Source: an optimization exercise on an open RTL-to-GDS flow (aim: small area). Production flows keep margins and buffers that such runs may drop. Where RTL was checked, it was by simulation tests only, not by an equivalence proof against the original.

## red
Design cordic_pipelined, start of the top module:
module cordic_pipelined(clk, z0, xn, yn);
  input clk;
  input signed [12:0] z0;
  output [17:0] xn, yn;
  wire signed [12:0] za = z0;
  wire pos_big = za > 13'sh5A0;
  wire neg_big = za < -13'sh5A0;
  wire flip_in = pos_big | neg_big;
  wire d0_c0 = pos_big ? (za < 13'shB40) : neg_big ? (za < -13'shB40) : za[12];
  reg [10:0] k1;
  always @(*) begin
    case ({pos_big, neg_big, d0_c0})
      3'b100: k1 = 11'h1f0;
      3'b101: k1 = 11'h790;
      3'b010: k1 = 11'h070;
      3'b011: k1 = 11'h610;
      3'b001: k1 = 11'h2d0;
      default: k1 = 11'h530;
    endcase
  end
  wire [10:0] z1_c0 = za[10:0] + k1;
  reg f_r1, d0_r1; reg [10:0] z1_r1;
  always @(posedge clk) begin f_r1 <= flip_in; d0_r1 <= d0_c0; z1_r1 <= z1_c0; end
  wire signed [10:0] z1s = z1_r1;
  wire d1_c1 = z1_r1[10];
  wire d2_c1 = d1_c1 ? (z1s < -11'sh1A9) : (z1s < 11'sh1A9);
  reg [8:0] k2;
  always @(*) begin
    case ({d1_c1, d2_c1})
      2'b00: k2 = 9'h177;
      2'b01: k2 = 9'h137;
      2'b10: k2 = 9'h0c9;
      default: k2 = 9'h089;
    endcase
  end
  wire [8:0] z3_c1 = z1_r1[8:0] + k2;
  reg f_r2; reg [2:0] d_r2; reg [8:0] z3_r2;
  always @(posedge clk) begin f_r2 <= f_r1; d_r2 <= {d2_c1, d1_c1, d0_r1}; z3_r2 <= z3_c1; end
  wire signed [8:0] z3s = z3_r2;
  wire d3_c2 = z3_r2[8];
  wire d4_c2 = d3_c2 ? (z3s < -9'sh072) : (z3s < 9'sh072);
  wire d5_c2 = ({d3_c2, d4_c2} == 2'b00) ? (z3s < 9'sd171) :
  ...
clock: 5.0 ns
lec_check: 0
cap_margin: 20
core_margin: 2
core_utilization: 60
cts_buf_list: sky130_fd_sc_hd__clkbuf_8
cts_cluster_diameter: 100
cts_cluster_size: 18
slew_margin: 20
synth_hierarchical: 1
standard.sh (not shown) runs the stock make flow with config.mk's settings and CLKGATE_MAP_FILE= SYNTH_SCRIPT=/design/flow/synth_recipe.tcl, a recipe that flattens the netlist after the stock synthesis.
==> flow/flow/run.sh <==
#!/bin/bash
# The standard layout (standard.sh: ORFS from synthesis through finish), with two changes:
#  - the input/output port buffers are made from the smallest buffer cell;
#  - synthesis maps the logic with an area-oriented ABC script (flow/abc_area_map.script)
#    in place of ORFS's abc_speed.script. Everything else in synthesis is ORFS's own
#    (run from a copy of ORFS's scripts folder in which only that one file differs).
set -e
rm -rf orfs_scripts
cp -r "$FLOW_HOME/scripts" orfs_scripts
cp flow/abc_area_map.script orfs_scripts/abc_speed.script
export SCRIPTS_DIR="$PWD/orfs_scripts"
export BUFFER_PORTS_ARGS="-buffer_cell sky130_fd_sc_hd__buf_1"
cp standard.sh standard_sh.txt
bash standard.sh > standard.log 2>&1
==> flow/flow/abc_area_map.script <==
strash
dch
map -a
strash
dch
map -a
topo
stime -c
buffer -c
upsize -c
dnsize -c
red finished end to end and its layout was clean on timing, DRC and antenna.
Here is what was changed in the inputs of blue compared with red.
--- a/flow/design.v
+++ b/flow/design.v
@@ -764,58 +764,58 @@
   wire ynh6;
   wire ynh7;
   wire ynh8;
   wire ynh9;
   wire ynh10;
   wire ynh11;
   wire ynh12;
   wire ynh13;
   wire ynh14;
   wire ynh15;
   wire ynh16;
   wire ynh17;
-  localparam [31:0] TX0 = 32'h5a401a40;
-  localparam [31:0] TY0 = 32'ha3842385;
+  localparam [31:0] TX0 = 32'h9a401a40;
+  localparam [31:0] TY0 = 32'h23842384;
   localparam [31:0] TX1 = 32'hffc4e0c0;
-  localparam [31:0] TY1 = 32'h0909b155;
-  localparam [31:0] TX2 = 32'ha2deb87a;
-  localparam [31:0] TY2 = 32'haf249520;
-  localparam [31:0] TX3 = 32'h07e344e5;
-  localparam [31:0] TY3 = 32'hf13b697a;
-  localparam [31:0] TX4 = 32'h52f7ec4a;
-  localparam [31:0] TY4 = 32'h0b11752f;
-  localparam [31:0] TX5 = 32'ha6d81865;
-  localparam [31:0] TY5 = 32'hf30e8d30;
-  localparam [31:0] TX6 = 32'h0b3c3fd0;
-  localparam [31:0] TY6 = 32'hadd6964a;
-  localparam [31:0] TX7 = 32'h0aeff750;
-  localparam [31:0] TY7 = 32'haf75510a;
-  localparam [31:0] TX8 = 32'haf37ecf5;
-  localparam [31:0] TY8 = 32'hf5917650;
+  localparam [31:0] TY1 = 32'h8909b155;
+  localparam [31:0] TX2 = 32'h22deb87b;
+  localparam [31:0] TY2 = 32'hef249522;
+  localparam [31:0] TX3 = 32'h47e344e6;
+  localparam [31:0] TY3 = 32'h313b697b;
+  localparam [31:0] TX4 = 32'h12f7ec48;
+  localparam [31:0] TY4 = 32'h8b11752e;
+  localparam [31:0] TX5 = 32'h66d81866;
+  localparam [31:0] TY5 = 32'h330e8d33;
+  localparam [31:0] TX6 = 32'h8b3c3fd1;
+  localparam [31:0] TY6 = 32'hedd69648;
+  localparam [31:0] TX7 = 32'h8aeff751;
+  localparam [31:0] TY7 = 32'hef755108;
+  localparam [31:0] TX8 = 32'hef37ecf7;
+  localparam [31:0] TY8 = 32'h75917651;
   localparam [31:0] TX9 = 32'h54f3cf2a;
   localparam [31:0] TY9 = 32'h025965bf;
-  localparam [31:0] TX10 = 32'hfbbffddf;
-  localparam [31:0] TY10 = 32'h5dd55445;
-  localparam [31:0] TX11 = 32'h5e6e767a;
-  localparam [31:0] TY11 = 32'h0737131f;
+  localparam [31:0] TX10 = 32'hbbbffddd;
+  localparam [31:0] TY10 = 32'hddd55444;
+  localparam [31:0] TX11 = 32'hde6e767b;
+  localparam [31:0] TY11 = 32'h4737131d;
   localparam [31:0] TX12 = 32'hfc766e3f;
   localparam [31:0] TY12 = 32'h56133795;
   localparam [31:0] TX13 = 32'haa7a5e55;
   localparam [31:0] TY13 = 32'hff1f0700;
-  localparam [31:0] TX14 = 32'hf6d24b6f;
-  localparam [31:0] TY14 = 32'h534b2d35;
-  localparam [31:0] TX15 = 32'h0f766ef0;
-  localparam [31:0] TY15 = 32'ha513375a;
-  localparam [31:0] TX16 = 32'hf66e766f;
-  localparam [31:0] TY16 = 32'h53371335;
+  localparam [31:0] TX14 = 32'h76d24b6e;
+  localparam [31:0] TY14 = 32'h134b2d37;
+  localparam [31:0] TX15 = 32'hcf766ef3;
+  localparam [31:0] TY15 = 32'h65133759;
+  localparam [31:0] TX16 = 32'h766e766e;
+  localparam [31:0] TY16 = 32'h13371337;
   localparam [31:0] TX17 = 32'h00000000;
   localparam [31:0] TY17 = 32'haaaaaaaa;
   wire [4:0] ta_c4 = {d4_p4,d3_p4,d2_p4,d1_p4,d0_p4};
   wire [4:0] ta_c5 = {d4_p5,d3_p5,d2_p5,d1_p5,d0_p5};
   wire [4:0] ta_c6 = {d4_p6,d3_p6,d2_p6,d1_p6,d0_p6};
   assign lx0 = TX0[ta_c4];
   assign lx1 = TX1[ta_c5];
   assign lx2 = TX2[ta_c5];
   assign lx3 = TX3[ta_c5];
   assign lx4 = TX4[ta_c5];
   assign lx5 = TX5[ta_c4];
   assign lx6 = TX6[ta_c5];
Notes after the runs:
- Going from red to blue, register bit count reported by yosys shows a reduction of about 0.35%, wire length reported by the detailed router shows a reduction of 1.8%, first-pass GRT wire length shows a reduction of 1.8 mm, cell area after layout shows a reduction of 0.90%.
- Per the comparison of blue with red, global placement routability congestion higher; core utilization lower; tightest hold margin roughly the same; smallest setup slack after layout higher; total of plain and repair buffers excluding clock buffers lower.
- Compared red against blue; complex-gate fraction of the synthesized area within noise.
For red, only the layout was checked, not whether the RTL still works.

Another version of the RTL of cordic_pipelined (not shown whole).
For scale: about 1300 cells after synthesis, about 260 flip-flops, ~14000 um2 of cells after synthesis.
export LEC_CHECK = 0
export CAP_MARGIN = 20
export CORE_MARGIN = 2
export CORE_UTILIZATION = 60
export CTS_BUF_LIST = sky130_fd_sc_hd__clkbuf_8
export CTS_CLUSTER_DIAMETER = 100
export CTS_CLUSTER_SIZE = 18
export SLEW_MARGIN = 20
export SYNTH_HIERARCHICAL = 1
create_clock -name core_clock -period 5.0 [get_ports {clk}]
Scripts as last shown in full above: flow/flow/run.sh, flow/flow/abc_area_map.script
Change:
--- a/flow/design.v
+++ b/flow/design.v
@@ -701,56 +701,56 @@
   localparam [63:0] TY17 = 64'haaaaeaaaaaa8aaaa;
   wire [5:0] ta_c5 = {d5_p5,d4_p5,d3_p5,d2_p5,d1_p5,d0_p5};
   wire [5:0] ta_c6 = {d5_p6,d4_p6,d3_p6,d2_p6,d1_p6,d0_p6};
   assign lx0 = TX0[ta_c5];
   assign lx1 = TX1[ta_c5];
   assign lx2 = TX2[ta_c5];
-  assign lx3 = TX3[ta_c6];
-  assign lx4 = TX4[ta_c6];
+  assign lx3 = TX3[ta_c5];
+  assign lx4 = TX4[ta_c5];
   assign lx5 = TX5[ta_c6];
   assign lx6 = TX6[ta_c5];
   assign lx7 = TX7[ta_c5];
   assign lx8 = TX8[ta_c5];
   assign lx9 = TX9[ta_c5];
-  assign lx10 = TX10[ta_c6];
+  assign lx10 = TX10[ta_c5];
   assign lx11 = TX11[ta_c6];
   assign lx12 = TX12[ta_c6];
   assign lx13 = TX13[ta_c6];
   assign lx14 = TX14[ta_c6];
   assign lx15 = TX15[ta_c6];
   assign lx16 = TX16[ta_c6];
   assign lx17 = TX17[ta_c6];
   assign ly0 = TY0[ta_c5];
   assign ly1 = TY1[ta_c5];
   assign ly2 = TY2[ta_c5];
   assign ly3 = TY3[ta_c5];
-  assign ly4 = TY4[ta_c6];
+  assign ly4 = TY4[ta_c5];
   assign ly5 = TY5[ta_c6];
   assign ly6 = TY6[ta_c5];
   assign ly7 = TY7[ta_c5];
   assign ly8 = TY8[ta_c5];
-  assign ly9 = TY9[ta_c6];
-  assign ly10 = TY10[ta_c6];
+  assign ly9 = TY9[ta_c5];
+  assign ly10 = TY10[ta_c5];
   assign ly11 = TY11[ta_c6];
   assign ly12 = TY12[ta_c6];
   assign ly13 = TY13[ta_c6];
   assign ly14 = TY14[ta_c6];
   assign ly15 = TY15[ta_c6];
   assign ly16 = TY16[ta_c6];
   assign ly17 = TY17[ta_c6];
   assign xt6_0 = lx0 ^ f_p5;
   assign xt6_1 = lx1_p6 ^ f_p6;
   assign xt6_2 = lx2_p6 ^ f_p6;
-  assign xt6_3 = lx3 ^ f_p6;
-  assign xt6_4 = lx4 ^ f_p6;
+  assign xt6_3 = lx3_p6 ^ f_p6;
+  assign xt6_4 = lx4_p6 ^ f_p6;
   assign xt6_5 = lx5 ^ f_p6;
   assign xt6_6 = lx6 ^ f_p5;
   assign xt6_7 = lx7_p6 ^ f_p6;
   assign xt6_8 = lx8_p6 ^ f_p6;
   assign xt6_9 = lx9_p6 ^ f_p6;
-  assign xt6_10 = lx10 ^ f_p6;
+  assign xt6_10 = lx10_p6 ^ f_p6;
   assign xt6_11 = lx11 ^ f_p6;
   assign xt6_12 = lx12 ^ f_p6;
   assign xt6_13 = lx13 ^ f_p6;
   assign xt6_14 = lx14 ^ f_p6;
   assign xt6_15 = lx15 ^ f_p6;
   assign xt6_16 = lx16 ^ f_p6;
@@ -761,25 +761,25 @@
   assign yt6_1 = ly1_p6 ^ q6_2_p6;
   assign q6_3 = ~(f_p6 ^ d6_p6);
   assign yt6_2 = ly2_p6 ^ q6_3;
   assign q6_4 = ~(f_p6 ^ d6_p6);
   assign yt6_3 = ly3_p6 ^ q6_4;
   assign q6_5 = ~(f_p6 ^ d6_p6);
-  assign yt6_4 = ly4 ^ q6_5;
+  assign yt6_4 = ly4_p6 ^ q6_5;
   assign q6_6 = ~(f_p6 ^ d6_p6);
   assign yt6_5 = ly5 ^ q6_6;
   assign q6_7 = ~(f_p5 ^ d6_p5);
   assign yt6_6 = ly6 ^ q6_7;
   assign q6_8 = ~(f_p6 ^ d6_p6);
   assign yt6_7 = ly7_p6 ^ q6_8;
   assign q6_9 = ~(f_p6 ^ d6_p6);
   assign yt6_8 = ly8_p6 ^ q6_9;
   assign q6_10 = ~(f_p6 ^ d6_p6);
-  assign yt6_9 = ly9 ^ q6_10;
+  assign yt6_9 = ly9_p6 ^ q6_10;
   assign q6_11 = ~(f_p6 ^ d6_p6);
-  assign yt6_10 = ly10 ^ q6_11;
+  assign yt6_10 = ly10_p6 ^ q6_11;
   assign q6_12 = ~(f_p6 ^ d6_p6);
   assign yt6_11 = ly11 ^ q6_12;
   assign q6_13 = ~(f_p6 ^ d6_p6);
   assign yt6_12 = ly12 ^ q6_13;
   assign q6_14 = ~(f_p6 ^ d6_p6);
   assign yt6_13 = ly13 ^ q6_14;
@@ -1202,21 +1202,27 @@
   reg f_p6;
   reg f_p7;
   reg f_p8;
   reg f_p9;
   reg lx1_p6;
   reg lx2_p6;
+  reg lx3_p6;
+  reg lx4_p6;
   reg lx7_p6;
   reg lx8_p6;
   reg lx9_p6;
+  reg lx10_p6;
   reg lx17_p7;
   reg ly1_p6;
   reg ly2_p6;
   reg ly3_p6;
+  reg ly4_p6;
   reg ly7_p6;
   reg ly8_p6;
+  reg ly9_p6;
+  reg ly10_p6;
   reg ly17_p7;
   reg xt6_0_p6;
   reg xt6_6_p6;
   reg xt6_10_p7;
   reg xt6_11_p7;
   reg xt6_12_p7;
@@ -1425,21 +1431,27 @@
     f_p6 <= f_p5;
     f_p7 <= f_p6;
     f_p8 <= f_p7;
     f_p9 <= f_p8;
     lx1_p6 <= lx1;
     lx2_p6 <= lx2;
+    lx3_p6 <= lx3;
+    lx4_p6 <= lx4;
     lx7_p6 <= lx7;
     lx8_p6 <= lx8;
     lx9_p6 <= lx9;
+    lx10_p6 <= lx10;
     lx17_p7 <= lx17;
     ly1_p6 <= ly1;
     ly2_p6 <= ly2;
     ly3_p6 <= ly3;
+    ly4_p6 <= ly4;
     ly7_p6 <= ly7;
     ly8_p6 <= ly8;
+    ly9_p6 <= ly9;
+    ly10_p6 <= ly10;
     ly17_p7 <= ly17;
     xt6_0_p6 <= xt6_0;
     xt6_6_p6 <= xt6_6;
     xt6_10_p7 <= xt6_10;
     xt6_11_p7 <= xt6_11;
     xt6_12_p7 <= xt6_12;
After rerunning:
- maximum frequency stays flat
- design area shrinks by 3.1%
- die area goes down by 0.58%
- synthesized cell count rose by 0.30%
- via count is lower by 3.4%
- setup slack stays flat
- clock-buffer cell count is unchanged
- synthesized area went down by 0.59%
Function not checked in the first run of this note: the RTL went through the layout flow alone.

-- separate check: timing with driven ports --
The flow's constraints put no driver on any port. The routed layouts listed below were extracted and timed again, unchanged, in two steps.
Step 1, drivers: a clkbuf_16 drives clk and a buf_2 each remaining input, both assumed.
Step 2, shift: input delay + t, output delay - t, t = (earliest + latest rising clock arrival at the registers) / 2. This alone moves slack from input paths to output paths.
Slacks: no drivers / after step 1 / after step 2; pairs: no drivers / after step 1.
run | shift t [ns] | slack for setup (ns) | slew at the worst register clock pin (ns)
red | 0.558 | 0.127 / 0.127 / 0.127 | 0.11 / 0.11
blue | 0.570 | 0.133 / 0.133 / 0.133 | 0.11 / 0.11
the first run of note 2 | 0.565 | 0.134 / 0.124 / 0.134 | 0.12 / 0.12
the second run of note 2 | 0.568 | 0.134 / 0.133 / 0.134 | 0.11 / 0.11
After both steps setup and hold are still met in every run listed.
